Source: an optimization exercise on an open RTL-to-GDS flow (aim: small area and a short achievable clock period). Production flows keep margins and buffers that such runs may drop. Function was checked by simulation only, so behaviour that the tests miss may differ from the original.

==> flow/design.v (outline; a module is shown in full before it is edited, if it fits) <==
// module CSA_3_2: 10 lines
// module BOOTH_ENC: 10 lines
// module HA_2_2: 9 lines
// module CPA_32: 267 lines
// module conv1d: 2312 lines
module conv1d (
    input clk,
    input rst_n,
    input w_valid,
    input [47:0] w_in,
    input [15:0] x,
    input [15:0] b,
    output [31:0] y
);
  // ...
==> flow/flow/run.sh <==
#!/bin/bash
# The standard layout (the standard.sh, unchanged), with plain buf_1
# cells as the port buffers instead of the delay buffers that ORFS's
# buffer_ports picks by default.  standard.sh's full output goes to
# standard.log; ORFS writes each step's log under orfs/logs/.
export BUFFER_PORTS_ARGS="-buffer_cell sky130_fd_sc_hd__buf_1"
bash standard.sh > standard.log 2>&1
==> flow/standard.sh <==
#!/bin/bash
# synth_recipe.tcl (not shown) runs the flow's synth.tcl, then flattens the netlist and writes it again
# the make line also repeats each setting of config.mk as NAME=value (left out here)
make -C /OpenROAD-flow-scripts/flow DESIGN_CONFIG=/design/flow/config.mk WORK_HOME=/design/flow/orfs CLKGATE_MAP_FILE= SYNTH_SCRIPT=/design/flow/synth_recipe.tcl "${@:-finish}"
==> flow/config.mk <==
export PLATFORM = sky130hd
export DESIGN_NAME = conv1d
export DESIGN_NICKNAME = conv1d
export VERILOG_FILES = /design/flow/design.v
export SDC_FILE = /design/flow/constraint.sdc
export NUM_CORES = 4
export LEC_CHECK = 0
export CAP_MARGIN = 70
export CORE_MARGIN = 2
export CORE_UTILIZATION = 65
export PLACE_DENSITY = 0.75
export SETUP_SLACK_MARGIN = 5
export SLEW_MARGIN = 70
export SYNTH_HIERARCHICAL = 1
export SYNTH_MINIMUM_KEEP_SIZE = 0
==> flow/constraint.sdc <==
create_clock -name core_clock -period 10.0 [get_ports {clk}]
set_input_delay 2.0000 -clock core_clock [delete_from_list [all_inputs] [get_ports {clk}]]
set_output_delay 2.0000 -clock core_clock [all_outputs]
set_load 0.01 [all_outputs]
==> flow_metrics.env, run 1 <==
export IMPL_place_ws_ns=5.71
export IMPL_fin_skew_ns=0.0331
export IMPL_dr_pass1_iters=5
export IMPL_drcViolationCount=0
export IMPL_design_seq_count=454
export IMPL_met3_length_um=6760
export IMPL_num_tap_cells=615
export IMPL_min_delay_path_class="reg2reg"
export IMPL_r2r_start="sc1_14"
export IMPL_status="timing/DRC/antenna clean"
export IMPL_met1_length_um=30100
export IMPL_cts_buffers=50
export IMPL_final_area_um2=34400
export IMPL_critical_path_class="reg2reg"
export IMPL_maxCapViolations=0
export IMPL_die_width_um=223
export IMPL_setup_slack_ns=5.63
export IMPL_insertion_delay_ns=0.61
export IMPL_worstPathCellList="fa_1, fa_1, fa_1, ha_1, nand4_1, nor2_1, nand3_1, nor4_2, a21oi_2, o31ai_1, xor2_1"
export IMPL_bufAreaShareNonClock=0.0433
export IMPL_ios=115
export IMPL_top_layer="met4"
export IMPL_use_met3=0.0582
export IMPL_path_buf_inv=0
export IMPL_synthTopCellsByCount="425 x xnor2_1, 412 x dfrtp_1, 355 x fa_1"
export IMPL_die_area_um2=49800
export IMPL_drive_above_1_share=0.131
export IMPL_cts_tree="built"
export IMPL_synth_ff_type="dfrtp_1"
export IMPL_critical_path_slowest_cell="fa_1"
export IMPL_synth_seq_area_share=0.362
export IMPL_cts_root_buf="clkbuf_16"
export IMPL_fp_coreArea_um2=47600
export IMPL_final_nets=3063
export IMPL_holdWs_ns=0.342
==> run 2: changes to the inputs <==
--- a/flow/design.v
+++ b/flow/design.v
@@ -529,144 +529,108 @@
   reg sc3_2;
   reg sc0_3;
   reg sc1_3;
   reg sc2_3;
   reg sc0_4;
   reg sc1_4;
   reg sc2_4;
   reg sc3_4;
-  reg sc4_4;
   reg sc0_5;
   reg sc1_5;
   reg sc2_5;
   reg sc3_5;
   reg sc0_6;
   reg sc1_6;
   reg sc2_6;
   reg sc3_6;
-  reg sc4_6;
-  reg sc5_6;
   reg sc0_7;
   reg sc1_7;
   reg sc2_7;
   reg sc3_7;
-  reg sc4_7;
   reg sc0_8;
   reg sc1_8;
   reg sc2_8;
   reg sc3_8;
-  reg sc4_8;
-  reg sc5_8;
   reg sc0_9;
   reg sc1_9;
   reg sc2_9;
   reg sc3_9;
-  reg sc4_9;
-  reg sc5_9;
   reg sc0_10;
   reg sc1_10;
   reg sc2_10;
   reg sc3_10;
-  reg sc4_10;
-  reg sc5_10;
   reg sc0_11;
   reg sc1_11;
   reg sc2_11;
   reg sc3_11;
-  reg sc4_11;
-  reg sc5_11;
   reg sc0_12;
   reg sc1_12;
   reg sc2_12;
   reg sc3_12;
-  reg sc4_12;
-  reg sc5_12;
   reg sc0_13;
   reg sc1_13;
   reg sc2_13;
   reg sc3_13;
-  reg sc4_13;
-  reg sc5_13;
   reg sc0_14;
   reg sc1_14;
   reg sc2_14;
   reg sc3_14;
-  reg sc4_14;
-  reg sc5_14;
   reg sc0_15;
   reg sc1_15;
   reg sc2_15;
   reg sc3_15;
-  reg sc4_15;
-  reg sc5_15;
   reg sc0_16;
   reg sc1_16;
   reg sc2_16;
   reg sc3_16;
-  reg sc4_16;
-  reg sc5_16;
   reg sc0_17;
   reg sc1_17;
   reg sc2_17;
   reg sc3_17;
-  reg sc4_17;
-  reg sc5_17;
   reg sc0_18;
   reg sc1_18;
   reg sc2_18;
   reg sc3_18;
-  reg sc4_18;
-  reg sc5_18;
   reg sc0_19;
   reg sc1_19;
   reg sc2_19;
   reg sc3_19;
-  reg sc4_19;
-  reg sc5_19;
   reg sc0_20;
   reg sc1_20;
   reg sc2_20;
   reg sc3_20;
-  reg sc4_20;
-  reg sc5_20;
   reg sc0_21;
   reg sc1_21;
   reg sc2_21;
   reg sc3_21;
-  reg sc4_21;
-  reg sc5_21;
   reg sc0_22;
   reg sc1_22;
   reg sc2_22;
   reg sc3_22;
-  reg sc4_22;
-  reg sc5_22;
   reg sc0_23;
   reg sc1_23;
   reg sc2_23;
   reg sc3_23;
-  reg sc4_23;
-  reg sc5_23;
   reg sc0_24;
   reg sc1_24;
   reg sc2_24;
   reg sc3_24;
-  reg sc4_24;
   reg sc0_25;
   reg sc1_25;
   reg sc2_25;
   reg sc3_25;
   reg sc0_26;
   reg sc1_26;
   reg sc2_26;
   reg sc3_26;
   reg sc0_27;
   reg sc1_27;
   reg sc2_27;
+  reg sc3_27;
   reg sc0_28;
   reg sc1_28;
   reg sc2_28;
   reg sc0_29;
   reg sc1_29;
   reg sc0_30;
   reg sc1_30;
   reg sc0_31;
@@ -1716,220 +1680,220 @@
   wire m2_194, m2_195;
   CSA_3_2 u_m2_194 (.a(m2_110), .b(m2_125), .cin(m2_50), .cout(m2_195), .sum(m2_194));
   wire m2_196, m2_197;
   HA_2_2 u_m2_196 (.a(m2_65), .b(m2_80), .cout(m2_197), .sum(m2_196));
   wire m2_198, m2_199;
   CSA_3_2 u_m2_198 (.a(m2_111), .b(m2_126), .cin(m2_66), .cout(m2_199), .sum(m2_198));
   wire m2_200, m2_201;
   HA_2_2 u_m2_200 (.a(m2_112), .b(m2_127), .cout(m2_201), .sum(m2_200));
+  wire m2_202, m2_203;
+  HA_2_2 u_m2_202 (.a(nneg[2]), .b(m2_19), .cout(m2_203), .sum(m2_202));
+  wire m2_204, m2_205;
+  HA_2_2 u_m2_204 (.a(m2_20), .b(m2_35), .cout(m2_205), .sum(m2_204));
+  wire m2_206, m2_207;
+  CSA_3_2 u_m2_206 (.a(nneg[3]), .b(m2_21), .cin(m2_36), .cout(m2_207), .sum(m2_206));
+  wire m2_208, m2_209;
+  HA_2_2 u_m2_208 (.a(m2_51), .b(m2_6), .cout(m2_209), .sum(m2_208));
+  wire m2_210, m2_211;
+  CSA_3_2 u_m2_210 (.a(m2_22), .b(m2_37), .cin(m2_52), .cout(m2_211), .sum(m2_210));
+  wire m2_212, m2_213;
+  HA_2_2 u_m2_212 (.a(m2_7), .b(tr[7]), .cout(m2_213), .sum(m2_212));
+  wire m2_214, m2_215;
+  CSA_3_2 u_m2_214 (.a(m2_38), .b(m2_53), .cin(m2_68), .cout(m2_215), .sum(m2_214));
+  wire m2_216, m2_217;
+  CSA_3_2 u_m2_216 (.a(m2_8), .b(m2_136), .cin(tr[8]), .cout(m2_217), .sum(m2_216));
+  wire m2_218, m2_219;
+  CSA_3_2 u_m2_218 (.a(m2_54), .b(m2_69), .cin(m2_9), .cout(m2_219), .sum(m2_218));
+  wire m2_220, m2_221;
+  CSA_3_2 u_m2_220 (.a(m2_137), .b(m2_138), .cin(tr[9]), .cout(m2_221), .sum(m2_220));
+  wire m2_222, m2_223;
+  CSA_3_2 u_m2_222 (.a(m2_70), .b(m2_85), .cin(m2_139), .cout(m2_223), .sum(m2_222));
+  wire m2_224, m2_225;
+  CSA_3_2 u_m2_224 (.a(m2_142), .b(m2_140), .cin(tr[10]), .cout(m2_225), .sum(m2_224));
+  wire m2_226, m2_227;
+  CSA_3_2 u_m2_226 (.a(m2_86), .b(m2_143), .cin(m2_146), .cout(m2_227), .sum(m2_226));
+  wire m2_228, m2_229;
+  CSA_3_2 u_m2_228 (.a(m2_141), .b(m2_144), .cin(tr[11]), .cout(m2_229), .sum(m2_228));
+  wire m2_230, m2_231;
+  CSA_3_2 u_m2_230 (.a(m2_147), .b(m2_152), .cin(m2_145), .cout(m2_231), .sum(m2_230));
+  wire m2_232, m2_233;
+  CSA_3_2 u_m2_232 (.a(m2_148), .b(m2_150), .cin(tr[12]), .cout(m2_233), .sum(m2_232));
+  wire m2_234, m2_235;
+  CSA_3_2 u_m2_234 (.a(m2_153), .b(m2_149), .cin(m2_151), .cout(m2_235), .sum(m2_234));
+  wire m2_236, m2_237;
+  CSA_3_2 u_m2_236 (.a(m2_154), .b(m2_156), .cin(m2_158), .cout(m2_237), .sum(m2_236));
+  wire m2_238, m2_239;
+  CSA_3_2 u_m2_238 (.a(m2_155), .b(m2_157), .cin(m2_160), .cout(m2_239), .sum(m2_238));
+  wire m2_240, m2_241;
+  CSA_3_2 u_m2_240 (.a(m2_162), .b(m2_159), .cin(m2_164), .cout(m2_241), .sum(m2_240));
+  wire m2_242, m2_243;
+  CSA_3_2 u_m2_242 (.a(m2_161), .b(m2_163), .cin(m2_166), .cout(m2_243), .sum(m2_242));
+  wire m2_244, m2_245;
+  CSA_3_2 u_m2_244 (.a(m2_168), .b(m2_165), .cin(m2_170), .cout(m2_245), .sum(m2_244));
+  wire m2_246, m2_247;
+  CSA_3_2 u_m2_246 (.a(m2_167), .b(m2_169), .cin(m2_172), .cout(m2_247), .sum(m2_246));
+  wire m2_248, m2_249;
+  CSA_3_2 u_m2_248 (.a(m2_174), .b(m2_171), .cin(m2_176), .cout(m2_249), .sum(m2_248));
+  wire m2_250, m2_251;
+  CSA_3_2 u_m2_250 (.a(m2_173), .b(m2_175), .cin(m2_178), .cout(m2_251), .sum(m2_250));
+  wire m2_252, m2_253;
+  CSA_3_2 u_m2_252 (.a(m2_180), .b(m2_182), .cin(m2_177), .cout(m2_253), .sum(m2_252));
+  wire m2_254, m2_255;
+  CSA_3_2 u_m2_254 (.a(m2_179), .b(m2_181), .cin(m2_184), .cout(m2_255), .sum(m2_254));
+  wire m2_256, m2_257;
+  CSA_3_2 u_m2_256 (.a(m2_186), .b(m2_183), .cin(m2_188), .cout(m2_257), .sum(m2_256));
+  wire m2_258, m2_259;
+  CSA_3_2 u_m2_258 (.a(m2_185), .b(m2_187), .cin(m2_190), .cout(m2_259), .sum(m2_258));
+  wire m2_260, m2_261;
+  CSA_3_2 u_m2_260 (.a(m2_192), .b(tr[19]), .cin(m2_189), .cout(m2_261), .sum(m2_260));
+  wire m2_262, m2_263;
+  CSA_3_2 u_m2_262 (.a(m2_95), .b(m2_196), .cin(m2_191), .cout(m2_263), .sum(m2_262));
+  wire m2_264, m2_265;
+  CSA_3_2 u_m2_264 (.a(m2_193), .b(m2_194), .cin(tr[20]), .cout(m2_265), .sum(m2_264));
+  wire m2_266, m2_267;
+  CSA_3_2 u_m2_266 (.a(m2_81), .b(m2_96), .cin(m2_197), .cout(m2_267), .sum(m2_266));
+  wire m2_268, m2_269;
+  CSA_3_2 u_m2_268 (.a(m2_195), .b(m2_198), .cin(tr[21]), .cout(m2_269), .sum(m2_268));
+  wire m2_270, m2_271;
+  CSA_3_2 u_m2_270 (.a(m2_67), .b(m2_82), .cin(m2_97), .cout(m2_271), .sum(m2_270));
+  wire m2_272, m2_273;
+  CSA_3_2 u_m2_272 (.a(m2_200), .b(m2_199), .cin(tr[22]), .cout(m2_273), .sum(m2_272));
+  wire m2_274, m2_275;
+  CSA_3_2 u_m2_274 (.a(m2_113), .b(m2_128), .cin(m2_83), .cout(m2_275), .sum(m2_274));
+  wire m2_276, m2_277;
+  CSA_3_2 u_m2_276 (.a(m2_98), .b(m2_201), .cin(tr[23]), .cout(m2_277), .sum(m2_276));
+  wire m2_278, m2_279;
+  CSA_3_2 u_m2_278 (.a(m2_114), .b(m2_129), .cin(m2_84), .cout(m2_279), .sum(m2_278));
+  wire m2_280, m2_281;
+  HA_2_2 u_m2_280 (.a(m2_99), .b(tr[24]), .cout(m2_281), .sum(m2_280));
+  wire m2_282, m2_283;
+  CSA_3_2 u_m2_282 (.a(m2_100), .b(m2_115), .cin(m2_130), .cout(m2_283), .sum(m2_282));
+  wire m2_284, m2_285;
+  HA_2_2 u_m2_284 (.a(m2_101), .b(m2_116), .cout(m2_285), .sum(m2_284));
   wire m3_0, m3_1;
-  HA_2_2 u_m3_0 (.a(sc0_4), .b(sc1_4), .cout(m3_1), .sum(m3_0));
+  HA_2_2 u_m3_0 (.a(sc0_2), .b(sc1_2), .cout(m3_1), .sum(m3_0));
   wire m3_2, m3_3;
-  HA_2_2 u_m3_2 (.a(sc0_5), .b(sc1_5), .cout(m3_3), .sum(m3_2));
+  HA_2_2 u_m3_2 (.a(sc0_3), .b(sc1_3), .cout(m3_3), .sum(m3_2));
   wire m3_4, m3_5;
-  CSA_3_2 u_m3_4 (.a(sc0_6), .b(sc1_6), .cin(sc2_6), .cout(m3_5), .sum(m3_4));
+  CSA_3_2 u_m3_4 (.a(sc0_4), .b(sc1_4), .cin(sc2_4), .cout(m3_5), .sum(m3_4));
   wire m3_6, m3_7;
-  HA_2_2 u_m3_6 (.a(sc3_6), .b(sc4_6), .cout(m3_7), .sum(m3_6));
+  CSA_3_2 u_m3_6 (.a(sc0_5), .b(sc1_5), .cin(sc2_5), .cout(m3_7), .sum(m3_6));
   wire m3_8, m3_9;
-  CSA_3_2 u_m3_8 (.a(sc0_7), .b(sc1_7), .cin(sc2_7), .cout(m3_9), .sum(m3_8));
+  CSA_3_2 u_m3_8 (.a(sc0_6), .b(sc1_6), .cin(sc2_6), .cout(m3_9), .sum(m3_8));
   wire m3_10, m3_11;
-  HA_2_2 u_m3_10 (.a(sc3_7), .b(sc4_7), .cout(m3_11), .sum(m3_10));
+  CSA_3_2 u_m3_10 (.a(sc0_7), .b(sc1_7), .cin(sc2_7), .cout(m3_11), .sum(m3_10));
   wire m3_12, m3_13;
   CSA_3_2 u_m3_12 (.a(sc0_8), .b(sc1_8), .cin(sc2_8), .cout(m3_13), .sum(m3_12));
   wire m3_14, m3_15;
-  CSA_3_2 u_m3_14 (.a(sc3_8), .b(sc4_8), .cin(sc5_8), .cout(m3_15), .sum(m3_14));
+  CSA_3_2 u_m3_14 (.a(sc0_9), .b(sc1_9), .cin(sc2_9), .cout(m3_15), .sum(m3_14));
   wire m3_16, m3_17;
-  CSA_3_2 u_m3_16 (.a(sc0_9), .b(sc1_9), .cin(sc2_9), .cout(m3_17), .sum(m3_16));
+  CSA_3_2 u_m3_16 (.a(sc0_10), .b(sc1_10), .cin(sc2_10), .cout(m3_17), .sum(m3_16));
   wire m3_18, m3_19;
-  CSA_3_2 u_m3_18 (.a(sc3_9), .b(sc4_9), .cin(sc5_9), .cout(m3_19), .sum(m3_18));
+  CSA_3_2 u_m3_18 (.a(sc0_11), .b(sc1_11), .cin(sc2_11), .cout(m3_19), .sum(m3_18));
   wire m3_20, m3_21;
-  CSA_3_2 u_m3_20 (.a(sc0_10), .b(sc1_10), .cin(sc2_10), .cout(m3_21), .sum(m3_20));
+  CSA_3_2 u_m3_20 (.a(sc0_12), .b(sc1_12), .cin(sc2_12), .cout(m3_21), .sum(m3_20));
   wire m3_22, m3_23;
-  CSA_3_2 u_m3_22 (.a(sc3_10), .b(sc4_10), .cin(sc5_10), .cout(m3_23), .sum(m3_22));
+  CSA_3_2 u_m3_22 (.a(sc0_13), .b(sc1_13), .cin(sc2_13), .cout(m3_23), .sum(m3_22));
   wire m3_24, m3_25;
-  CSA_3_2 u_m3_24 (.a(sc0_11), .b(sc1_11), .cin(sc2_11), .cout(m3_25), .sum(m3_24));
+  CSA_3_2 u_m3_24 (.a(sc0_14), .b(sc1_14), .cin(sc2_14), .cout(m3_25), .sum(m3_24));
   wire m3_26, m3_27;
-  CSA_3_2 u_m3_26 (.a(sc3_11), .b(sc4_11), .cin(sc5_11), .cout(m3_27), .sum(m3_26));
+  CSA_3_2 u_m3_26 (.a(sc0_15), .b(sc1_15), .cin(sc2_15), .cout(m3_27), .sum(m3_26));
   wire m3_28, m3_29;
-  CSA_3_2 u_m3_28 (.a(sc0_12), .b(sc1_12), .cin(sc2_12), .cout(m3_29), .sum(m3_28));
+  CSA_3_2 u_m3_28 (.a(sc0_16), .b(sc1_16), .cin(sc2_16), .cout(m3_29), .sum(m3_28));
   wire m3_30, m3_31;
-  CSA_3_2 u_m3_30 (.a(sc3_12), .b(sc4_12), .cin(sc5_12), .cout(m3_31), .sum(m3_30));
+  CSA_3_2 u_m3_30 (.a(sc0_17), .b(sc1_17), .cin(sc2_17), .cout(m3_31), .sum(m3_30));
   wire m3_32, m3_33;
-  CSA_3_2 u_m3_32 (.a(sc0_13), .b(sc1_13), .cin(sc2_13), .cout(m3_33), .sum(m3_32));
+  CSA_3_2 u_m3_32 (.a(sc0_18), .b(sc1_18), .cin(sc2_18), .cout(m3_33), .sum(m3_32));
   wire m3_34, m3_35;
-  CSA_3_2 u_m3_34 (.a(sc3_13), .b(sc4_13), .cin(sc5_13), .cout(m3_35), .sum(m3_34));
+  CSA_3_2 u_m3_34 (.a(sc0_19), .b(sc1_19), .cin(sc2_19), .cout(m3_35), .sum(m3_34));
   wire m3_36, m3_37;
-  CSA_3_2 u_m3_36 (.a(sc0_14), .b(sc1_14), .cin(sc2_14), .cout(m3_37), .sum(m3_36));
+  CSA_3_2 u_m3_36 (.a(sc0_20), .b(sc1_20), .cin(sc2_20), .cout(m3_37), .sum(m3_36));
   wire m3_38, m3_39;
-  CSA_3_2 u_m3_38 (.a(sc3_14), .b(sc4_14), .cin(sc5_14), .cout(m3_39), .sum(m3_38));
+  CSA_3_2 u_m3_38 (.a(sc0_21), .b(sc1_21), .cin(sc2_21), .cout(m3_39), .sum(m3_38));
   wire m3_40, m3_41;
-  CSA_3_2 u_m3_40 (.a(sc0_15), .b(sc1_15), .cin(sc2_15), .cout(m3_41), .sum(m3_40));
+  CSA_3_2 u_m3_40 (.a(sc0_22), .b(sc1_22), .cin(sc2_22), .cout(m3_41), .sum(m3_40));
   wire m3_42, m3_43;
-  CSA_3_2 u_m3_42 (.a(sc3_15), .b(sc4_15), .cin(sc5_15), .cout(m3_43), .sum(m3_42));
+  CSA_3_2 u_m3_42 (.a(sc0_23), .b(sc1_23), .cin(sc2_23), .cout(m3_43), .sum(m3_42));
   wire m3_44, m3_45;
-  CSA_3_2 u_m3_44 (.a(sc0_16), .b(sc1_16), .cin(sc2_16), .cout(m3_45), .sum(m3_44));
+  CSA_3_2 u_m3_44 (.a(sc0_24), .b(sc1_24), .cin(sc2_24), .cout(m3_45), .sum(m3_44));
   wire m3_46, m3_47;
-  CSA_3_2 u_m3_46 (.a(sc3_16), .b(sc4_16), .cin(sc5_16), .cout(m3_47), .sum(m3_46));
+  CSA_3_2 u_m3_46 (.a(sc0_25), .b(sc1_25), .cin(sc2_25), .cout(m3_47), .sum(m3_46));
   wire m3_48, m3_49;
-  CSA_3_2 u_m3_48 (.a(sc0_17), .b(sc1_17), .cin(sc2_17), .cout(m3_49), .sum(m3_48));
+  CSA_3_2 u_m3_48 (.a(sc0_26), .b(sc1_26), .cin(sc2_26), .cout(m3_49), .sum(m3_48));
   wire m3_50, m3_51;
-  CSA_3_2 u_m3_50 (.a(sc3_17), .b(sc4_17), .cin(sc5_17), .cout(m3_51), .sum(m3_50));
+  CSA_3_2 u_m3_50 (.a(sc0_27), .b(sc1_27), .cin(sc2_27), .cout(m3_51), .sum(m3_50));
   wire m3_52, m3_53;
-  CSA_3_2 u_m3_52 (.a(sc0_18), .b(sc1_18), .cin(sc2_18), .cout(m3_53), .sum(m3_52));
+  HA_2_2 u_m3_52 (.a(sc0_28), .b(sc1_28), .cout(m3_53), .sum(m3_52));
   wire m3_54, m3_55;
-  CSA_3_2 u_m3_54 (.a(sc3_18), .b(sc4_18), .cin(sc5_18), .cout(m3_55), .sum(m3_54));
+  HA_2_2 u_m3_54 (.a(sc0_0), .b(sc1_0), .cout(m3_55), .sum(m3_54));
   wire m3_56, m3_57;
-  CSA_3_2 u_m3_56 (.a(sc0_19), .b(sc1_19), .cin(sc2_19), .cout(m3_57), .sum(m3_56));
+  HA_2_2 u_m3_56 (.a(sc0_1), .b(sc1_1), .cout(m3_57), .sum(m3_56));
   wire m3_58, m3_59;
-  CSA_3_2 u_m3_58 (.a(sc3_19), .b(sc4_19), .cin(sc5_19), .cout(m3_59), .sum(m3_58));
+  CSA_3_2 u_m3_58 (.a(sc2_2), .b(sc3_2), .cin(m3_0), .cout(m3_59), .sum(m3_58));
   wire m3_60, m3_61;
-  CSA_3_2 u_m3_60 (.a(sc0_20), .b(sc1_20), .cin(sc2_20), .cout(m3_61), .sum(m3_60));
+  CSA_3_2 u_m3_60 (.a(sc2_3), .b(m3_1), .cin(m3_2), .cout(m3_61), .sum(m3_60));
   wire m3_62, m3_63;
-  CSA_3_2 u_m3_62 (.a(sc3_20), .b(sc4_20), .cin(sc5_20), .cout(m3_63), .sum(m3_62));
+  CSA_3_2 u_m3_62 (.a(sc3_4), .b(m3_3), .cin(m3_4), .cout(m3_63), .sum(m3_62));
   wire m3_64, m3_65;
-  CSA_3_2 u_m3_64 (.a(sc0_21), .b(sc1_21), .cin(sc2_21), .cout(m3_65), .sum(m3_64));
+  CSA_3_2 u_m3_64 (.a(sc3_5), .b(m3_5), .cin(m3_6), .cout(m3_65), .sum(m3_64));
   wire m3_66, m3_67;
-  CSA_3_2 u_m3_66 (.a(sc3_21), .b(sc4_21), .cin(sc5_21), .cout(m3_67), .sum(m3_66));
+  CSA_3_2 u_m3_66 (.a(sc3_6), .b(m3_7), .cin(m3_8), .cout(m3_67), .sum(m3_66));
   wire m3_68, m3_69;
-  CSA_3_2 u_m3_68 (.a(sc0_22), .b(sc1_22), .cin(sc2_22), .cout(m3_69), .sum(m3_68));
+  CSA_3_2 u_m3_68 (.a(sc3_7), .b(m3_9), .cin(m3_10), .cout(m3_69), .sum(m3_68));
   wire m3_70, m3_71;
-  CSA_3_2 u_m3_70 (.a(sc3_22), .b(sc4_22), .cin(sc5_22), .cout(m3_71), .sum(m3_70));
+  CSA_3_2 u_m3_70 (.a(sc3_8), .b(m3_11), .cin(m3_12), .cout(m3_71), .sum(m3_70));
   wire m3_72, m3_73;
-  CSA_3_2 u_m3_72 (.a(sc0_23), .b(sc1_23), .cin(sc2_23), .cout(m3_73), .sum(m3_72));
+  CSA_3_2 u_m3_72 (.a(sc3_9), .b(m3_13), .cin(m3_14), .cout(m3_73), .sum(m3_72));
   wire m3_74, m3_75;
-  CSA_3_2 u_m3_74 (.a(sc3_23), .b(sc4_23), .cin(sc5_23), .cout(m3_75), .sum(m3_74));
+  CSA_3_2 u_m3_74 (.a(sc3_10), .b(m3_15), .cin(m3_16), .cout(m3_75), .sum(m3_74));
   wire m3_76, m3_77;
-  CSA_3_2 u_m3_76 (.a(sc0_24), .b(sc1_24), .cin(sc2_24), .cout(m3_77), .sum(m3_76));
+  CSA_3_2 u_m3_76 (.a(sc3_11), .b(m3_17), .cin(m3_18), .cout(m3_77), .sum(m3_76));
   wire m3_78, m3_79;
-  HA_2_2 u_m3_78 (.a(sc3_24), .b(sc4_24), .cout(m3_79), .sum(m3_78));
+  CSA_3_2 u_m3_78 (.a(sc3_12), .b(m3_19), .cin(m3_20), .cout(m3_79), .sum(m3_78));
   wire m3_80, m3_81;
-  CSA_3_2 u_m3_80 (.a(sc0_25), .b(sc1_25), .cin(sc2_25), .cout(m3_81), .sum(m3_80));
+  CSA_3_2 u_m3_80 (.a(sc3_13), .b(m3_21), .cin(m3_22), .cout(m3_81), .sum(m3_80));
   wire m3_82, m3_83;
-  HA_2_2 u_m3_82 (.a(sc0_26), .b(sc1_26), .cout(m3_83), .sum(m3_82));
+  CSA_3_2 u_m3_82 (.a(sc3_14), .b(m3_23), .cin(m3_24), .cout(m3_83), .sum(m3_82));
   wire m3_84, m3_85;
-  HA_2_2 u_m3_84 (.a(sc0_2), .b(sc1_2), .cout(m3_85), .sum(m3_84));
+  CSA_3_2 u_m3_84 (.a(sc3_15), .b(m3_25), .cin(m3_26), .cout(m3_85), .sum(m3_84));
   wire m3_86, m3_87;
-  HA_2_2 u_m3_86 (.a(sc0_3), .b(sc1_3), .cout(m3_87), .sum(m3_86));
+  CSA_3_2 u_m3_86 (.a(sc3_16), .b(m3_27), .cin(m3_28), .cout(m3_87), .sum(m3_86));
   wire m3_88, m3_89;
-  CSA_3_2 u_m3_88 (.a(sc2_4), .b(sc3_4), .cin(sc4_4), .cout(m3_89), .sum(m3_88));
+  CSA_3_2 u_m3_88 (.a(sc3_17), .b(m3_29), .cin(m3_30), .cout(m3_89), .sum(m3_88));
   wire m3_90, m3_91;
-  CSA_3_2 u_m3_90 (.a(sc2_5), .b(sc3_5), .cin(m3_1), .cout(m3_91), .sum(m3_90));
+  CSA_3_2 u_m3_90 (.a(sc3_18), .b(m3_31), .cin(m3_32), .cout(m3_91), .sum(m3_90));
   wire m3_92, m3_93;
-  CSA_3_2 u_m3_92 (.a(sc5_6), .b(m3_3), .cin(m3_6), .cout(m3_93), .sum(m3_92));
+  CSA_3_2 u_m3_92 (.a(sc3_19), .b(m3_33), .cin(m3_34), .cout(m3_93), .sum(m3_92));
   wire m3_94, m3_95;
-  CSA_3_2 u_m3_94 (.a(m3_7), .b(m3_10), .cin(m3_5), .cout(m3_95), .sum(m3_94));
+  CSA_3_2 u_m3_94 (.a(sc3_20), .b(m3_35), .cin(m3_36), .cout(m3_95), .sum(m3_94));
   wire m3_96, m3_97;
-  CSA_3_2 u_m3_96 (.a(m3_11), .b(m3_9), .cin(m3_12), .cout(m3_97), .sum(m3_96));
+  CSA_3_2 u_m3_96 (.a(sc3_21), .b(m3_37), .cin(m3_38), .cout(m3_97), .sum(m3_96));
   wire m3_98, m3_99;
-  CSA_3_2 u_m3_98 (.a(m3_13), .b(m3_15), .cin(m3_16), .cout(m3_99), .sum(m3_98));
+  CSA_3_2 u_m3_98 (.a(sc3_22), .b(m3_39), .cin(m3_40), .cout(m3_99), .sum(m3_98));
   wire m3_100, m3_101;
-  CSA_3_2 u_m3_100 (.a(m3_17), .b(m3_19), .cin(m3_20), .cout(m3_101), .sum(m3_100));
+  CSA_3_2 u_m3_100 (.a(sc3_23), .b(m3_41), .cin(m3_42), .cout(m3_101), .sum(m3_100));
   wire m3_102, m3_103;
-  CSA_3_2 u_m3_102 (.a(m3_21), .b(m3_23), .cin(m3_24), .cout(m3_103), .sum(m3_102));
+  CSA_3_2 u_m3_102 (.a(sc3_24), .b(m3_43), .cin(m3_44), .cout(m3_103), .sum(m3_102));
   wire m3_104, m3_105;
-  CSA_3_2 u_m3_104 (.a(m3_25), .b(m3_27), .cin(m3_28), .cout(m3_105), .sum(m3_104));
+  CSA_3_2 u_m3_104 (.a(sc3_25), .b(m3_45), .cin(m3_46), .cout(m3_105), .sum(m3_104));
   wire m3_106, m3_107;
-  CSA_3_2 u_m3_106 (.a(m3_29), .b(m3_31), .cin(m3_32), .cout(m3_107), .sum(m3_106));
+  CSA_3_2 u_m3_106 (.a(sc3_26), .b(m3_47), .cin(m3_48), .cout(m3_107), .sum(m3_106));
   wire m3_108, m3_109;
-  CSA_3_2 u_m3_108 (.a(m3_33), .b(m3_35), .cin(m3_36), .cout(m3_109), .sum(m3_108));
+  CSA_3_2 u_m3_108 (.a(sc3_27), .b(m3_49), .cin(m3_50), .cout(m3_109), .sum(m3_108));
   wire m3_110, m3_111;
-  CSA_3_2 u_m3_110 (.a(m3_37), .b(m3_39), .cin(m3_40), .cout(m3_111), .sum(m3_110));
+  CSA_3_2 u_m3_110 (.a(sc2_28), .b(m3_52), .cin(m3_51), .cout(m3_111), .sum(m3_110));
   wire m3_112, m3_113;
-  CSA_3_2 u_m3_112 (.a(m3_41), .b(m3_43), .cin(m3_44), .cout(m3_113), .sum(m3_112));
+  CSA_3_2 u_m3_112 (.a(sc0_29), .b(sc1_29), .cin(m3_53), .cout(m3_113), .sum(m3_112));
   wire m3_114, m3_115;
-  CSA_3_2 u_m3_114 (.a(m3_45), .b(m3_47), .cin(m3_48), .cout(m3_115), .sum(m3_114));
-  wire m3_116, m3_117;
-  CSA_3_2 u_m3_116 (.a(m3_49), .b(m3_51), .cin(m3_52), .cout(m3_117), .sum(m3_116));
-  wire m3_118, m3_119;
-  CSA_3_2 u_m3_118 (.a(m3_53), .b(m3_55), .cin(m3_56), .cout(m3_119), .sum(m3_118));
-  wire m3_120, m3_121;
-  CSA_3_2 u_m3_120 (.a(m3_57), .b(m3_59), .cin(m3_60), .cout(m3_121), .sum(m3_120));
-  wire m3_122, m3_123;
-  CSA_3_2 u_m3_122 (.a(m3_61), .b(m3_63), .cin(m3_64), .cout(m3_123), .sum(m3_122));
-  wire m3_124, m3_125;
-  CSA_3_2 u_m3_124 (.a(m3_65), .b(m3_67), .cin(m3_68), .cout(m3_125), .sum(m3_124));
-  wire m3_126, m3_127;
-  CSA_3_2 u_m3_126 (.a(m3_69), .b(m3_71), .cin(m3_72), .cout(m3_127), .sum(m3_126));
-  wire m3_128, m3_129;
-  CSA_3_2 u_m3_128 (.a(m3_78), .b(m3_73), .cin(m3_75), .cout(m3_129), .sum(m3_128));
-  wire m3_130, m3_131;
-  CSA_3_2 u_m3_130 (.a(sc3_25), .b(m3_79), .cin(m3_77), .cout(m3_131), .sum(m3_130));
-  wire m3_132, m3_133;
-  CSA_3_2 u_m3_132 (.a(sc2_26), .b(sc3_26), .cin(m3_82), .cout(m3_133), .sum(m3_132));
-  wire m3_134, m3_135;
-  CSA_3_2 u_m3_134 (.a(sc0_27), .b(sc1_27), .cin(sc2_27), .cout(m3_135), .sum(m3_134));
-  wire m3_136, m3_137;
-  HA_2_2 u_m3_136 (.a(sc0_28), .b(sc1_28), .cout(m3_137), .sum(m3_136));
-  wire m3_138, m3_139;
-  HA_2_2 u_m3_138 (.a(sc0_0), .b(sc1_0), .cout(m3_139), .sum(m3_138));
-  wire m3_140, m3_141;
-  HA_2_2 u_m3_140 (.a(sc0_1), .b(sc1_1), .cout(m3_141), .sum(m3_140));
-  wire m3_142, m3_143;
-  CSA_3_2 u_m3_142 (.a(sc2_2), .b(sc3_2), .cin(m3_84), .cout(m3_143), .sum(m3_142));
-  wire m3_144, m3_145;
-  CSA_3_2 u_m3_144 (.a(sc2_3), .b(m3_85), .cin(m3_86), .cout(m3_145), .sum(m3_144));
-  wire m3_146, m3_147;
-  CSA_3_2 u_m3_146 (.a(m3_87), .b(m3_0), .cin(m3_88), .cout(m3_147), .sum(m3_146));
-  wire m3_148, m3_149;
-  CSA_3_2 u_m3_148 (.a(m3_2), .b(m3_89), .cin(m3_90), .cout(m3_149), .sum(m3_148));
-  wire m3_150, m3_151;
-  CSA_3_2 u_m3_150 (.a(m3_4), .b(m3_91), .cin(m3_92), .cout(m3_151), .sum(m3_150));
-  wire m3_152, m3_153;
-  CSA_3_2 u_m3_152 (.a(m3_8), .b(m3_93), .cin(m3_94), .cout(m3_153), .sum(m3_152));
-  wire m3_154, m3_155;
-  CSA_3_2 u_m3_154 (.a(m3_14), .b(m3_95), .cin(m3_96), .cout(m3_155), .sum(m3_154));
-  wire m3_156, m3_157;
-  CSA_3_2 u_m3_156 (.a(m3_18), .b(m3_97), .cin(m3_98), .cout(m3_157), .sum(m3_156));
-  wire m3_158, m3_159;
-  CSA_3_2 u_m3_158 (.a(m3_22), .b(m3_99), .cin(m3_100), .cout(m3_159), .sum(m3_158));
-  wire m3_160, m3_161;
-  CSA_3_2 u_m3_160 (.a(m3_26), .b(m3_101), .cin(m3_102), .cout(m3_161), .sum(m3_160));
-  wire m3_162, m3_163;
-  CSA_3_2 u_m3_162 (.a(m3_30), .b(m3_103), .cin(m3_104), .cout(m3_163), .sum(m3_162));
-  wire m3_164, m3_165;
-  CSA_3_2 u_m3_164 (.a(m3_34), .b(m3_105), .cin(m3_106), .cout(m3_165), .sum(m3_164));
-  wire m3_166, m3_167;
-  CSA_3_2 u_m3_166 (.a(m3_38), .b(m3_107), .cin(m3_108), .cout(m3_167), .sum(m3_166));
-  wire m3_168, m3_169;
-  CSA_3_2 u_m3_168 (.a(m3_42), .b(m3_109), .cin(m3_110), .cout(m3_169), .sum(m3_168));
-  wire m3_170, m3_171;
-  CSA_3_2 u_m3_170 (.a(m3_46), .b(m3_111), .cin(m3_112), .cout(m3_171), .sum(m3_170));
-  wire m3_172, m3_173;
-  CSA_3_2 u_m3_172 (.a(m3_50), .b(m3_113), .cin(m3_114), .cout(m3_173), .sum(m3_172));
-  wire m3_174, m3_175;
-  CSA_3_2 u_m3_174 (.a(m3_54), .b(m3_115), .cin(m3_116), .cout(m3_175), .sum(m3_174));
-  wire m3_176, m3_177;
-  CSA_3_2 u_m3_176 (.a(m3_58), .b(m3_117), .cin(m3_118), .cout(m3_177), .sum(m3_176));
-  wire m3_178, m3_179;
-  CSA_3_2 u_m3_178 (.a(m3_62), .b(m3_119), .cin(m3_120), .cout(m3_179), .sum(m3_178));
-  wire m3_180, m3_181;
-  CSA_3_2 u_m3_180 (.a(m3_66), .b(m3_121), .cin(m3_122), .cout(m3_181), .sum(m3_180));
-  wire m3_182, m3_183;
-  CSA_3_2 u_m3_182 (.a(m3_70), .b(m3_123), .cin(m3_124), .cout(m3_183), .sum(m3_182));
-  wire m3_184, m3_185;
-  CSA_3_2 u_m3_184 (.a(m3_74), .b(m3_125), .cin(m3_126), .cout(m3_185), .sum(m3_184));
-  wire m3_186, m3_187;
-  CSA_3_2 u_m3_186 (.a(m3_76), .b(m3_127), .cin(m3_128), .cout(m3_187), .sum(m3_186));
-  wire m3_188, m3_189;
-  CSA_3_2 u_m3_188 (.a(m3_80), .b(m3_129), .cin(m3_130), .cout(m3_189), .sum(m3_188));
-  wire m3_190, m3_191;
-  CSA_3_2 u_m3_190 (.a(m3_81), .b(m3_132), .cin(m3_131), .cout(m3_191), .sum(m3_190));
-  wire m3_192, m3_193;
-  CSA_3_2 u_m3_192 (.a(m3_83), .b(m3_134), .cin(m3_133), .cout(m3_193), .sum(m3_192));
-  wire m3_194, m3_195;
-  CSA_3_2 u_m3_194 (.a(sc2_28), .b(m3_136), .cin(m3_135), .cout(m3_195), .sum(m3_194));
-  wire m3_196, m3_197;
-  CSA_3_2 u_m3_196 (.a(sc0_29), .b(sc1_29), .cin(m3_137), .cout(m3_197), .sum(m3_196));
-  wire m3_198, m3_199;
-  HA_2_2 u_m3_198 (.a(sc0_30), .b(sc1_30), .cout(m3_199), .sum(m3_198));
-  wire [31:0] m3_200 = {sc0_31, m3_198, m3_196, m3_194, m3_192, m3_189, m3_187, m3_186, m3_183, m3_181, m3_179, m3_177, m3_175, m3_173, m3_171, m3_169, m3_167, m3_165, m3_163, m3_161, m3_159, m3_157, m3_155, m3_153, m3_151, m3_149, m3_147, m3_145, m3_143, m3_141, m3_139, sc2_0};
-  wire [31:0] m3_201 = {m3_199, m3_197, m3_195, m3_193, m3_191, m3_190, m3_188, m3_185, m3_184, m3_182, m3_180, m3_178, m3_176, m3_174, m3_172, m3_170, m3_168, m3_166, m3_164, m3_162, m3_160, m3_158, m3_156, m3_154, m3_152, m3_150, m3_148, m3_146, m3_144, m3_142, m3_140, m3_138};
+  HA_2_2 u_m3_114 (.a(sc0_30), .b(sc1_30), .cout(m3_115), .sum(m3_114));
+  wire [31:0] m3_116 = {sc0_31, m3_114, m3_112, m3_109, m3_107, m3_105, m3_103, m3_101, m3_99, m3_97, m3_95, m3_93, m3_91, m3_89, m3_87, m3_85, m3_83, m3_81, m3_79, m3_77, m3_75, m3_73, m3_71, m3_69, m3_67, m3_65, m3_63, m3_61, m3_59, m3_57, m3_55, sc2_0};
+  wire [31:0] m3_117 = {m3_115, m3_113, m3_111, m3_110, m3_108, m3_106, m3_104, m3_102, m3_100, m3_98, m3_96, m3_94, m3_92, m3_90, m3_88, m3_86, m3_84, m3_82, m3_80, m3_78, m3_76, m3_74, m3_72, m3_70, m3_68, m3_66, m3_64, m3_62, m3_60, m3_58, m3_56, m3_54};
   wire [31:0] y_s;
-  CPA_32 u_cpa_y (.a(m3_200), .b(m3_201), .s(y_s));
+  CPA_32 u_cpa_y (.a(m3_116), .b(m3_117), .s(y_s));
   always @(posedge clk or negedge rst_n) begin
     if (!rst_n) begin
       ac0_0 <= 1'b0;
       ac1_0 <= 1'b0;
       ac0_1 <= 1'b0;
       ac1_1 <= 1'b0;
       ac0_2 <= 1'b0;
       ac1_2 <= 1'b0;
@@ -2123,144 +2087,108 @@
       sc3_2 <= 1'b0;
       sc0_3 <= 1'b0;
       sc1_3 <= 1'b0;
       sc2_3 <= 1'b0;
       sc0_4 <= 1'b0;
       sc1_4 <= 1'b0;
       sc2_4 <= 1'b0;
       sc3_4 <= 1'b0;
-      sc4_4 <= 1'b0;
       sc0_5 <= 1'b0;
       sc1_5 <= 1'b0;
       sc2_5 <= 1'b0;
       sc3_5 <= 1'b0;
       sc0_6 <= 1'b0;
       sc1_6 <= 1'b0;
       sc2_6 <= 1'b0;
       sc3_6 <= 1'b0;
-      sc4_6 <= 1'b0;
-      sc5_6 <= 1'b0;
       sc0_7 <= 1'b0;
       sc1_7 <= 1'b0;
       sc2_7 <= 1'b0;
       sc3_7 <= 1'b0;
-      sc4_7 <= 1'b0;
       sc0_8 <= 1'b0;
       sc1_8 <= 1'b0;
       sc2_8 <= 1'b0;
       sc3_8 <= 1'b0;
-      sc4_8 <= 1'b0;
-      sc5_8 <= 1'b0;
       sc0_9 <= 1'b0;
       sc1_9 <= 1'b0;
       sc2_9 <= 1'b0;
       sc3_9 <= 1'b0;
-      sc4_9 <= 1'b0;
-      sc5_9 <= 1'b0;
       sc0_10 <= 1'b0;
       sc1_10 <= 1'b0;
       sc2_10 <= 1'b0;
       sc3_10 <= 1'b0;
-      sc4_10 <= 1'b0;
-      sc5_10 <= 1'b0;
       sc0_11 <= 1'b0;
       sc1_11 <= 1'b0;
       sc2_11 <= 1'b0;
       sc3_11 <= 1'b0;
-      sc4_11 <= 1'b0;
-      sc5_11 <= 1'b0;
       sc0_12 <= 1'b0;
       sc1_12 <= 1'b0;
       sc2_12 <= 1'b0;
       sc3_12 <= 1'b0;
-      sc4_12 <= 1'b0;
-      sc5_12 <= 1'b0;
       sc0_13 <= 1'b0;
       sc1_13 <= 1'b0;
       sc2_13 <= 1'b0;
       sc3_13 <= 1'b0;
-      sc4_13 <= 1'b0;
-      sc5_13 <= 1'b0;
       sc0_14 <= 1'b0;
       sc1_14 <= 1'b0;
       sc2_14 <= 1'b0;
       sc3_14 <= 1'b0;
-      sc4_14 <= 1'b0;
-      sc5_14 <= 1'b0;
       sc0_15 <= 1'b0;
       sc1_15 <= 1'b0;
       sc2_15 <= 1'b0;
       sc3_15 <= 1'b0;
-      sc4_15 <= 1'b0;
-      sc5_15 <= 1'b0;
       sc0_16 <= 1'b0;
       sc1_16 <= 1'b0;
       sc2_16 <= 1'b0;
       sc3_16 <= 1'b0;
-      sc4_16 <= 1'b0;
-      sc5_16 <= 1'b0;
       sc0_17 <= 1'b0;
       sc1_17 <= 1'b0;
       sc2_17 <= 1'b0;
       sc3_17 <= 1'b0;
-      sc4_17 <= 1'b0;
-      sc5_17 <= 1'b0;
       sc0_18 <= 1'b0;
       sc1_18 <= 1'b0;
       sc2_18 <= 1'b0;
       sc3_18 <= 1'b0;
-      sc4_18 <= 1'b0;
-      sc5_18 <= 1'b0;
       sc0_19 <= 1'b0;
       sc1_19 <= 1'b0;
       sc2_19 <= 1'b0;
       sc3_19 <= 1'b0;
-      sc4_19 <= 1'b0;
-      sc5_19 <= 1'b0;
       sc0_20 <= 1'b0;
       sc1_20 <= 1'b0;
       sc2_20 <= 1'b0;
       sc3_20 <= 1'b0;
-      sc4_20 <= 1'b0;
-      sc5_20 <= 1'b0;
       sc0_21 <= 1'b0;
       sc1_21 <= 1'b0;
       sc2_21 <= 1'b0;
       sc3_21 <= 1'b0;
-      sc4_21 <= 1'b0;
-      sc5_21 <= 1'b0;
       sc0_22 <= 1'b0;
       sc1_22 <= 1'b0;
       sc2_22 <= 1'b0;
       sc3_22 <= 1'b0;
-      sc4_22 <= 1'b0;
-      sc5_22 <= 1'b0;
       sc0_23 <= 1'b0;
       sc1_23 <= 1'b0;
       sc2_23 <= 1'b0;
       sc3_23 <= 1'b0;
-      sc4_23 <= 1'b0;
-      sc5_23 <= 1'b0;
       sc0_24 <= 1'b0;
       sc1_24 <= 1'b0;
       sc2_24 <= 1'b0;
       sc3_24 <= 1'b0;
-      sc4_24 <= 1'b0;
       sc0_25 <= 1'b0;
       sc1_25 <= 1'b0;
       sc2_25 <= 1'b0;
       sc3_25 <= 1'b0;
       sc0_26 <= 1'b0;
       sc1_26 <= 1'b0;
       sc2_26 <= 1'b0;
       sc3_26 <= 1'b0;
       sc0_27 <= 1'b0;
       sc1_27 <= 1'b0;
       sc2_27 <= 1'b0;
+      sc3_27 <= 1'b0;
       sc0_28 <= 1'b0;
       sc1_28 <= 1'b0;
       sc2_28 <= 1'b0;
       sc0_29 <= 1'b0;
       sc1_29 <= 1'b0;
       sc0_30 <= 1'b0;
       sc1_30 <= 1'b0;
       sc0_31 <= 1'b0;
@@ -2458,148 +2386,112 @@
       sc1_1 <= tr[1];
       sc0_2 <= nneg[1];
       sc1_2 <= m2_17;
       sc2_2 <= m2_2;
       sc3_2 <= tr[2];
       sc0_3 <= m2_18;
       sc1_3 <= m2_3;
       sc2_3 <= tr[3];
-      sc0_4 <= nneg[2];
-      sc1_4 <= m2_19;
-      sc2_4 <= m2_34;
-      sc3_4 <= m2_4;
-      sc4_4 <= tr[4];
-      sc0_5 <= m2_20;
-      sc1_5 <= m2_35;
-      sc2_5 <= m2_5;
+      sc0_4 <= m2_34;
+      sc1_4 <= m2_4;
+      sc2_4 <= m2_202;
+      sc3_4 <= tr[4];
+      sc0_5 <= m2_5;
+      sc1_5 <= m2_203;
+      sc2_5 <= m2_204;
       sc3_5 <= tr[5];
-      sc0_6 <= nneg[3];
-      sc1_6 <= m2_21;
-      sc2_6 <= m2_36;
-      sc3_6 <= m2_51;
-      sc4_6 <= m2_6;
-      sc5_6 <= tr[6];
-      sc0_7 <= m2_22;
-      sc1_7 <= m2_37;
-      sc2_7 <= m2_52;
-      sc3_7 <= m2_7;
-      sc4_7 <= tr[7];
-      sc0_8 <= m2_38;
-      sc1_8 <= m2_53;
-      sc2_8 <= m2_68;
-      sc3_8 <= m2_8;
-      sc4_8 <= m2_136;
-      sc5_8 <= tr[8];
-      sc0_9 <= m2_54;
-      sc1_9 <= m2_69;
-      sc2_9 <= m2_9;
-      sc3_9 <= m2_137;
-      sc4_9 <= m2_138;
-      sc5_9 <= tr[9];
-      sc0_10 <= m2_70;
-      sc1_10 <= m2_85;
-      sc2_10 <= m2_139;
-      sc3_10 <= m2_142;
-      sc4_10 <= m2_140;
-      sc5_10 <= tr[10];
-      sc0_11 <= m2_86;
-      sc1_11 <= m2_143;
-      sc2_11 <= m2_146;
-      sc3_11 <= m2_141;
-      sc4_11 <= m2_144;
-      sc5_11 <= tr[11];
-      sc0_12 <= m2_147;
-      sc1_12 <= m2_152;
-      sc2_12 <= m2_145;
-      sc3_12 <= m2_148;
-      sc4_12 <= m2_150;
-      sc5_12 <= tr[12];
-      sc0_13 <= m2_153;
-      sc1_13 <= m2_149;
-      sc2_13 <= m2_151;
-      sc3_13 <= m2_154;
-      sc4_13 <= m2_156;
-      sc5_13 <= m2_158;
-      sc0_14 <= m2_155;
-      sc1_14 <= m2_157;
-      sc2_14 <= m2_160;
-      sc3_14 <= m2_162;
-      sc4_14 <= m2_159;
-      sc5_14 <= m2_164;
-      sc0_15 <= m2_161;
-      sc1_15 <= m2_163;
-      sc2_15 <= m2_166;
-      sc3_15 <= m2_168;
-      sc4_15 <= m2_165;
-      sc5_15 <= m2_170;
-      sc0_16 <= m2_167;
-      sc1_16 <= m2_169;
-      sc2_16 <= m2_172;
-      sc3_16 <= m2_174;
-      sc4_16 <= m2_171;
-      sc5_16 <= m2_176;
-      sc0_17 <= m2_173;
-      sc1_17 <= m2_175;
-      sc2_17 <= m2_178;
-      sc3_17 <= m2_180;
-      sc4_17 <= m2_182;
-      sc5_17 <= m2_177;
-      sc0_18 <= m2_179;
-      sc1_18 <= m2_181;
-      sc2_18 <= m2_184;
-      sc3_18 <= m2_186;
-      sc4_18 <= m2_183;
-      sc5_18 <= m2_188;
-      sc0_19 <= m2_185;
-      sc1_19 <= m2_187;
-      sc2_19 <= m2_190;
-      sc3_19 <= m2_192;
-      sc4_19 <= tr[19];
-      sc5_19 <= m2_189;
-      sc0_20 <= m2_95;
-      sc1_20 <= m2_196;
-      sc2_20 <= m2_191;
-      sc3_20 <= m2_193;
-      sc4_20 <= m2_194;
-      sc5_20 <= tr[20];
-      sc0_21 <= m2_81;
-      sc1_21 <= m2_96;
-      sc2_21 <= m2_197;
-      sc3_21 <= m2_195;
-      sc4_21 <= m2_198;
-      sc5_21 <= tr[21];
-      sc0_22 <= m2_67;
-      sc1_22 <= m2_82;
-      sc2_22 <= m2_97;
-      sc3_22 <= m2_200;
-      sc4_22 <= m2_199;
-      sc5_22 <= tr[22];
-      sc0_23 <= m2_113;
-      sc1_23 <= m2_128;
-      sc2_23 <= m2_83;
-      sc3_23 <= m2_98;
-      sc4_23 <= m2_201;
-      sc5_23 <= tr[23];
-      sc0_24 <= m2_114;
-      sc1_24 <= m2_129;
-      sc2_24 <= m2_84;
-      sc3_24 <= m2_99;
-      sc4_24 <= tr[24];
-      sc0_25 <= m2_100;
-      sc1_25 <= m2_115;
-      sc2_25 <= m2_130;
-      sc3_25 <= tr[25];
-      sc0_26 <= m2_101;
-      sc1_26 <= m2_116;
-      sc2_26 <= m2_131;
+      sc0_6 <= m2_205;
+      sc1_6 <= m2_208;
+      sc2_6 <= m2_206;
+      sc3_6 <= tr[6];
+      sc0_7 <= m2_209;
+      sc1_7 <= m2_207;
+      sc2_7 <= m2_210;
+      sc3_7 <= m2_212;
+      sc0_8 <= m2_211;
+      sc1_8 <= m2_214;
+      sc2_8 <= m2_213;
+      sc3_8 <= m2_216;
+      sc0_9 <= m2_215;
+      sc1_9 <= m2_218;
+      sc2_9 <= m2_217;
+      sc3_9 <= m2_220;
+      sc0_10 <= m2_219;
+      sc1_10 <= m2_222;
+      sc2_10 <= m2_221;
+      sc3_10 <= m2_224;
+      sc0_11 <= m2_223;
+      sc1_11 <= m2_226;
+      sc2_11 <= m2_225;
+      sc3_11 <= m2_228;
+      sc0_12 <= m2_227;
+      sc1_12 <= m2_230;
+      sc2_12 <= m2_229;
+      sc3_12 <= m2_232;
+      sc0_13 <= m2_231;
+      sc1_13 <= m2_234;
+      sc2_13 <= m2_233;
+      sc3_13 <= m2_236;
+      sc0_14 <= m2_235;
+      sc1_14 <= m2_238;
+      sc2_14 <= m2_237;
+      sc3_14 <= m2_240;
+      sc0_15 <= m2_239;
+      sc1_15 <= m2_242;
+      sc2_15 <= m2_241;
+      sc3_15 <= m2_244;
+      sc0_16 <= m2_243;
+      sc1_16 <= m2_246;
+      sc2_16 <= m2_245;
+      sc3_16 <= m2_248;
+      sc0_17 <= m2_247;
+      sc1_17 <= m2_250;
+      sc2_17 <= m2_249;
+      sc3_17 <= m2_252;
+      sc0_18 <= m2_251;
+      sc1_18 <= m2_254;
+      sc2_18 <= m2_256;
+      sc3_18 <= m2_253;
+      sc0_19 <= m2_255;
+      sc1_19 <= m2_258;
+      sc2_19 <= m2_257;
+      sc3_19 <= m2_260;
+      sc0_20 <= m2_259;
+      sc1_20 <= m2_262;
+      sc2_20 <= m2_264;
+      sc3_20 <= m2_261;
+      sc0_21 <= m2_266;
+      sc1_21 <= m2_263;
+      sc2_21 <= m2_265;
+      sc3_21 <= m2_268;
+      sc0_22 <= m2_270;
+      sc1_22 <= m2_267;
+      sc2_22 <= m2_269;
+      sc3_22 <= m2_272;
+      sc0_23 <= m2_271;
+      sc1_23 <= m2_274;
+      sc2_23 <= m2_273;
+      sc3_23 <= m2_276;
+      sc0_24 <= m2_275;
+      sc1_24 <= m2_278;
+      sc2_24 <= m2_280;
+      sc3_24 <= m2_277;
+      sc0_25 <= m2_279;
+      sc1_25 <= m2_282;
+      sc2_25 <= tr[25];
+      sc3_25 <= m2_281;
+      sc0_26 <= m2_131;
+      sc1_26 <= m2_284;
+      sc2_26 <= m2_283;
       sc3_26 <= tr[26];
       sc0_27 <= m2_117;
       sc1_27 <= m2_132;
-      sc2_27 <= tr[27];
+      sc2_27 <= m2_285;
+      sc3_27 <= tr[27];
       sc0_28 <= m2_118;
       sc1_28 <= m2_133;
       sc2_28 <= tr[28];
       sc0_29 <= m2_134;
       sc1_29 <= tr[29];
       sc0_30 <= m2_135;
       sc1_30 <= tr[30];
       sc0_31 <= tr[31];
==> run 2 against run 1 <==
Effect of this change: core utilization up 0.15 points; area after synthesis decreased by 2.8%; critical path depth increased by 2; flip-flop and latch count is 34 lower; global-route usage is 0.68 points higher; highest routed layer unchanged.
==> flow_metrics.env, run 2 <==
export IMPL_worstHoldStart="ac1_15"
export IMPL_postCtsHoldBufs=0
export IMPL_die_width_um=220
export IMPL_r2r_start="bc0_0"
export IMPL_yosys_area_top_type="dfrtp_1"
export IMPL_synth_seq_area_share=0.344
export IMPL_slew_violations=0
export IMPL_cp_required_ns=10.45
export IMPL_crit_start="bc0_0"
export IMPL_nFillCells=3102
export IMPL_maxClockFrequency_ghz=0.239
export IMPL_initial_core_util=0.655
export IMPL_syn_avg_cell_area_um2=12.4
export IMPL_cts_sinks=420
export IMPL_yosys_warnings=7
export IMPL_ant_nets=0
export IMPL_postCtsSetupBuffers=0
export IMPL_port_buffers=114
export IMPL_setup_violations=0
export IMPL_hpwlAfterDp_um=53300
export IMPL_multi_input_area_um2=18900
export IMPL_die_area_um2=48500
export IMPL_dieHeight_um=220
export IMPL_holdWs_ns=0.342
export IMPL_synthArstFlopShare=0.962
export IMPL_fp_coreArea_um2=46400
export IMPL_grt_pass1_vias=22042
export IMPL_placementRows=79
export IMPL_largest_reg_flops=32
export IMPL_top_register="yr"
export IMPL_synthTopCellsByCount="425 x xnor2_1, 378 x dfrtp_1, 355 x fa_1"
export IMPL_worstSetupEndpointType="flip-flop"
export IMPL_drcViolationCount=0
export IMPL_clk_pin_slew_ns=0.07
export IMPL_insertion_delay_ns=0.60
export IMPL_cts_root_buf="clkbuf_16"
export IMPL_wl_um=77100
export IMPL_htree_num_levels=2
export IMPL_synth_seq_cells=420
export IMPL_crit_path_start_kind="flip-flop"
export IMPL_diodes=0
export IMPL_hold_violations=0
export IMPL_syn_to_final_growth_pct=10.4
export IMPL_post_route_min_period_ns=4.18
export IMPL_antenna_found_initial=0
export IMPL_drive_above_1_share=0.134
export IMPL_final_cell_mix="422 x xnor2_1, 355 x fa_1, 347 x a22oi_1, 340 x dfrtp_1, 132 x ha_1"
export IMPL_wl_per_cell_um=24.9
export IMPL_vias=20109
export IMPL_fin_setup_tns_ns=0
export IMPL_min_delay_path_class="reg2reg"
export IMPL_grt_max_degree=58
export IMPL_dr_pass1_iters=6
export IMPL_yosysUniqueCellTypes=61
export IMPL_yosysTopAreaCellShare=0.311
export IMPL_synth_ff_type="dfrtp_1"
export IMPL_critical_path_class="reg2reg"
export IMPL_ios=115
export IMPL_netlist_area_um2=30400
export IMPL_crit_arrival_ns=4.63
export IMPL_grt_ovfl_total=0
export IMPL_yosysMostFrequentCell="xnor2_1"
export IMPL_cts_tree="built"
export IMPL_cts_path_max_buffers=3
export IMPL_period_share=0.418
export IMPL_grt_pass1_wl_um=123000
export IMPL_synth_edf_count=0
export IMPL_synth_area_top_cells="dfrtp_1 31%, fa_1 23%, xnor2_1 12%"
export IMPL_status="timing/DRC/antenna clean"
export IMPL_maxCapViolations=0
export IMPL_track_usage=0.333
export IMPL_finalWeightedCongestion=0.891
export IMPL_cts_resized=0
export IMPL_cts_buffers=48
export IMPL_seqCellArea_um2=10500
export IMPL_final_area_um2=33500
export IMPL_rsz0062_at_grt="no"
export IMPL_syn_inst=2444
export IMPL_fin_skew_ns=0.0343
export IMPL_critPathMaxFanout=4
export IMPL_place_area_um2=31700
export IMPL_viasPerCell=6.49
export IMPL_final_nets=3020
export IMPL_final_common_cell="xnor2_1"
export IMPL_reg_top3="yr x32, br x17"
export IMPL_initialDrtViolationCount=1911
-- run 2: cell types whose count changed after synthesis, sizes merged, moves of 2 or more --
cell,before,now
nand2,80,78
and3,8,11
buf,77,75
nor2,25,22
dfrtp,412,378
clkbuf,155,157
inv,11,9
-- run 2: per-module statistics from Yosys (local to each module, per instance) --
module     area [µm²]  times used  cells inside
conv1d          18900           1          1547
CPA_32           1620           2           219
CSA_3_2          20.0         353             1
HA_2_2           12.5          66             1
BOOTH_ENC        38.8           8             5
-- run 2: path summary, 6_finish.rpt --
kind / end / slack [ns] / depth (start not counted)
worst max-delay path: sc2_18 / 5.82 / 13
worst min-delay path: a21_15 / 0.34 / 0
worst max register to register: sc2_18 / 5.82 / 13
worst min register to register: a21_15 / 0.34 / 0
max in group asynchronous: a20_26 / 7.30 / 5
min in group asynchronous: yr[10] / 1.30 / 1
-- run 2: per-layer routing --
| metal | vias up | track usage | part of all wire |
|---|---|---|---|
| met1 | 10226 | 0.438 | 0.39 |
| met4 | 0 | 0.156 | 0.040 |
| met3 | 257 | 0.0535 | 0.084 |
| met2 | 1163 | 0.548 | 0.49 |
| met5 | - | 0 | 0 |
| li1 | 8463 | - | - |
-- run 2: critical path: stages (launching register included) --
cell	delay, ns
dfrtp_1	0.37
ha_1	0.22
fa_1	0.40
a21o_2	0.25
a221oi_2	0.39
o2bb2ai_1	0.28
o21ai_0	0.19
xor2_1	0.22
ha_1	0.27
ha_1	0.27
nand3_1	0.12
xnor2_1	0.31
ha_1	0.32
fa_1	0.44
-- run 2: cell families after synthesis --
kind of cell    share of synthesized area
buf+inv                            0.0367
mux                                0.0198
compound gates                      0.141
simple gates                       0.0280
flops                               0.344
xor+xnor                            0.142
fa+ha+maj                           0.288
other cells                      0.000123
-- run 2: cell type report --
| type | count | area share |
|---|---|---|
| multi-input cells | 1787 | 0.565 |
| flip-flops and latches | 420 | 0.314 |
| repair buffers | 184 | 0.0463 |
| clock buffers | 71 | 0.0438 |
| well taps | 607 | 0.0226 |
| clock inverters | 19 | 0.00709 |
| inverters | 9 | 0.00101 |
-- run 2: per-stage QoR --
stage	worst slack [ns]	utilization	instances
final	5.82	0.723	3097
after global routing	5.68	0.723	3097
after CTS	5.85	0.720	3092
after detailed placement	5.37	0.683	3002
after global placement	4.97	0.665	2973
after floorplan	5.88	-	2448
==> run 3: changes to the inputs <==
--- a/flow/config.mk
+++ b/flow/config.mk
@@ -10,2 +10,3 @@
 export CORE_UTILIZATION = 65
+export CTS_BUF_LIST = sky130_fd_sc_hd__clkbuf_4 sky130_fd_sc_hd__clkbuf_8
 export PLACE_DENSITY = 0.75
==> run 3 against run 2 <==
Effect of this change: final cell count grew 1.5%; count of clock-buffer cells in the layout grew 41; non-clock buffer count grew 3; via count grew 1.2%; clock skew grew 0.014 ns; global-route usage is essentially flat; routed wire length grew 0.28%; still clean; largest cell class unchanged; hold slack lost 0.012 ns; die area is the same.
==> flow_metrics.env, run 3 <==
export IMPL_final_nets=3048
export IMPL_hold_violations=0
export IMPL_synth_fa_ha_area_frac=0.288
export IMPL_synthTopCellsByCount="425 x xnor2_1, 378 x dfrtp_1, 355 x fa_1"
export IMPL_multi_input_area_um2=18900
export IMPL_synth_top_family_by_area="adder cells"
export IMPL_crit_path_start_kind="flip-flop"
export IMPL_diodes=0
export IMPL_top_register="yr"
export IMPL_syn_avg_cell_area_um2=12.4
export IMPL_rsz0062_at_grt="no"
export IMPL_yosysUniqueCellTypes=61
export IMPL_drcViolationCount=0
export IMPL_postCtsHoldBufs=0
export IMPL_syn_to_final_growth_pct=10.6
export IMPL_cp_required_ns=10.50
export IMPL_synthArstFlopShare=0.962
export IMPL_setup_violations=0
export IMPL_port_buffers=114
export IMPL_largest_reg_flops=32
export IMPL_nFillCells=3129
export IMPL_status="timing/DRC/antenna clean"
export IMPL_dr_pass1_iters=6
export IMPL_crit_arrival_ns=4.68
export IMPL_final_common_cell="xnor2_1"
export IMPL_die_width_um=220
export IMPL_seqCellArea_um2=10500
export IMPL_grt_pass1_wl_um=122000
export IMPL_cts_path_max_buffers=3
export IMPL_ios=115
export IMPL_path_buf_inv=0
export IMPL_initialDrtViolationCount=1916
export IMPL_maxCapViolations=0
export IMPL_period_share=0.417
export IMPL_worstHoldStart="ac1_15"
export IMPL_maxClockFrequency_ghz=0.240
export IMPL_fin_skew_ns=0.0484
export IMPL_grt_pass1_vias=22261
export IMPL_slowest_delay_ns=0.47
export IMPL_yosysTopAreaCellShare=0.311
export IMPL_critPathMaxFanout=4
export IMPL_grt_ovfl_total=0
export IMPL_holdPathEnd="a21_15"
export IMPL_insertion_delay_ns=0.66
export IMPL_muxShareOfSynthArea=0.0198
export IMPL_synth_xor_area_frac=0.142
export IMPL_track_usage=0.333
export IMPL_synth_seq_area_share=0.344
export IMPL_hpwlAfterDp_um=53300
export IMPL_final_cell_mix="422 x xnor2_1, 355 x fa_1, 347 x a22oi_1, 340 x dfrtp_1, 132 x ha_1"
export IMPL_holdPathStages=0
export IMPL_antenna_found_initial=0
export IMPL_path_delay_family="adder cells"
export IMPL_wl_um=77300
export IMPL_fin_setup_tns_ns=0
export IMPL_ant_nets=0
export IMPL_drive_above_1_share=0.153
export IMPL_r2r_start="bc0_0"
export IMPL_dp_cells=3002
export IMPL_grt_max_degree=58
export IMPL_cts_buffers=73
export IMPL_r2r_cells=12
export IMPL_cts_tree="built"
export IMPL_placementRows=79
export IMPL_finalNonFillerCells=3144
[run 3: per-stage QoR]
stage                     cell area (µm²)  hold slack [ns]  worst slack [ns]   util
after global placement              30800            0.332              4.97  0.665
after floorplan                     30400            0.331              5.88      -
final                               33600            0.329              5.83  0.724
after global routing                33600            0.347              5.65  0.724
after detailed placement            31700            0.335              5.37  0.683
after CTS                           33400            0.327              5.83  0.720
[run 3: routing by layer]
metal  vias to the layer above  GRT usage  wire [µm]  part of all wire
met5                         -          0          0                 0
met4                         0      0.153       3360             0.043
met3                       293     0.0676       6770             0.088
met2                      1198      0.543      37100              0.48
met1                     10325      0.434      30000              0.39
li1                       8527          -          -                 -
[run 3: final cells by class]
| type | count | area share |
|---|---|---|
| Timing Repair Buffer | 187 | 0.0482 |
| Multi-Input combinational cell | 1787 | 0.564 |
| Clock buffer | 112 | 0.0425 |
| Inverter | 9 | 0.00101 |
| Clock inverter | 22 | 0.00779 |
| Sequential cell | 420 | 0.314 |
| Tap cell | 607 | 0.0226 |
[run 3: cell families after synthesis]
kind of cell	count (synthesis)
AOI/OAI and AO/OA	576
xor gates and xnor gates	492
adders and majority gates	487
buffers and inverters	241
DFF	420
muxes	48
other	1
and+or+nand+nor	179
[run 3: per-module statistics from Yosys, one instance, submodules excluded]
module	cells	times used	area, µm²	flops+latches
CSA_3_2	1	353	20.0	0
HA_2_2	1	66	12.5	0
conv1d	1547	1	18900	420
BOOTH_ENC	5	8	38.8	0
CPA_32	219	2	1620	0
[run 3: worst max path at each step]
stage / from / endpoint / slack (ns) / depth (start not counted)
global placement: x[7] / sc3_19 / 4.97 / 7
detailed placement: x[15] / sc2_20 / 5.37 / 9
global route: bc0_0 / sc3_22 / 5.65 / 14
floorplan: w_valid / sc3_15 / 5.88 / 8
CTS: bc0_0 / sc3_16 / 5.83 / 12
finish: bc0_0 / sc3_16 / 5.83 / 12

==> what the ideal ports hide <==
The results above use ideal ports. As a check the final layouts listed here were re-extracted and re-timed, cells and wires unchanged. Step 1, drivers: a clkbuf_16 drives clk and a buf_2 each remaining input, both assumed. Step 2 moves the port delays by t, midway between the first and last clock arrival at a register: inputs arrive t later, outputs are due t later. That takes back most of the time a late clock gives input paths. a / b / c = no drivers / after step 1 / after step 2; a / b = the first two.
run	t, ns	setup slack, ns	worst hold slack (ns)	clock arrival spread, ns
run 1	0.648	5.631 / 5.631 / 5.631	0.342 / 0.342 / 0.342	0.033 / 0.034
run 2	0.647	5.819 / 5.819 / 5.348	0.342 / 0.342 / 0.342	0.035 / 0.035
run 3	0.699	5.827 / 5.827 / 5.332	0.329 / 0.329 / 0.329	0.048 / 0.048
After both steps setup and hold are still met in every run listed. The setup slack of run 3, which loses most, moves by 0.000 ns with the drivers and by -0.495 ns with both steps.
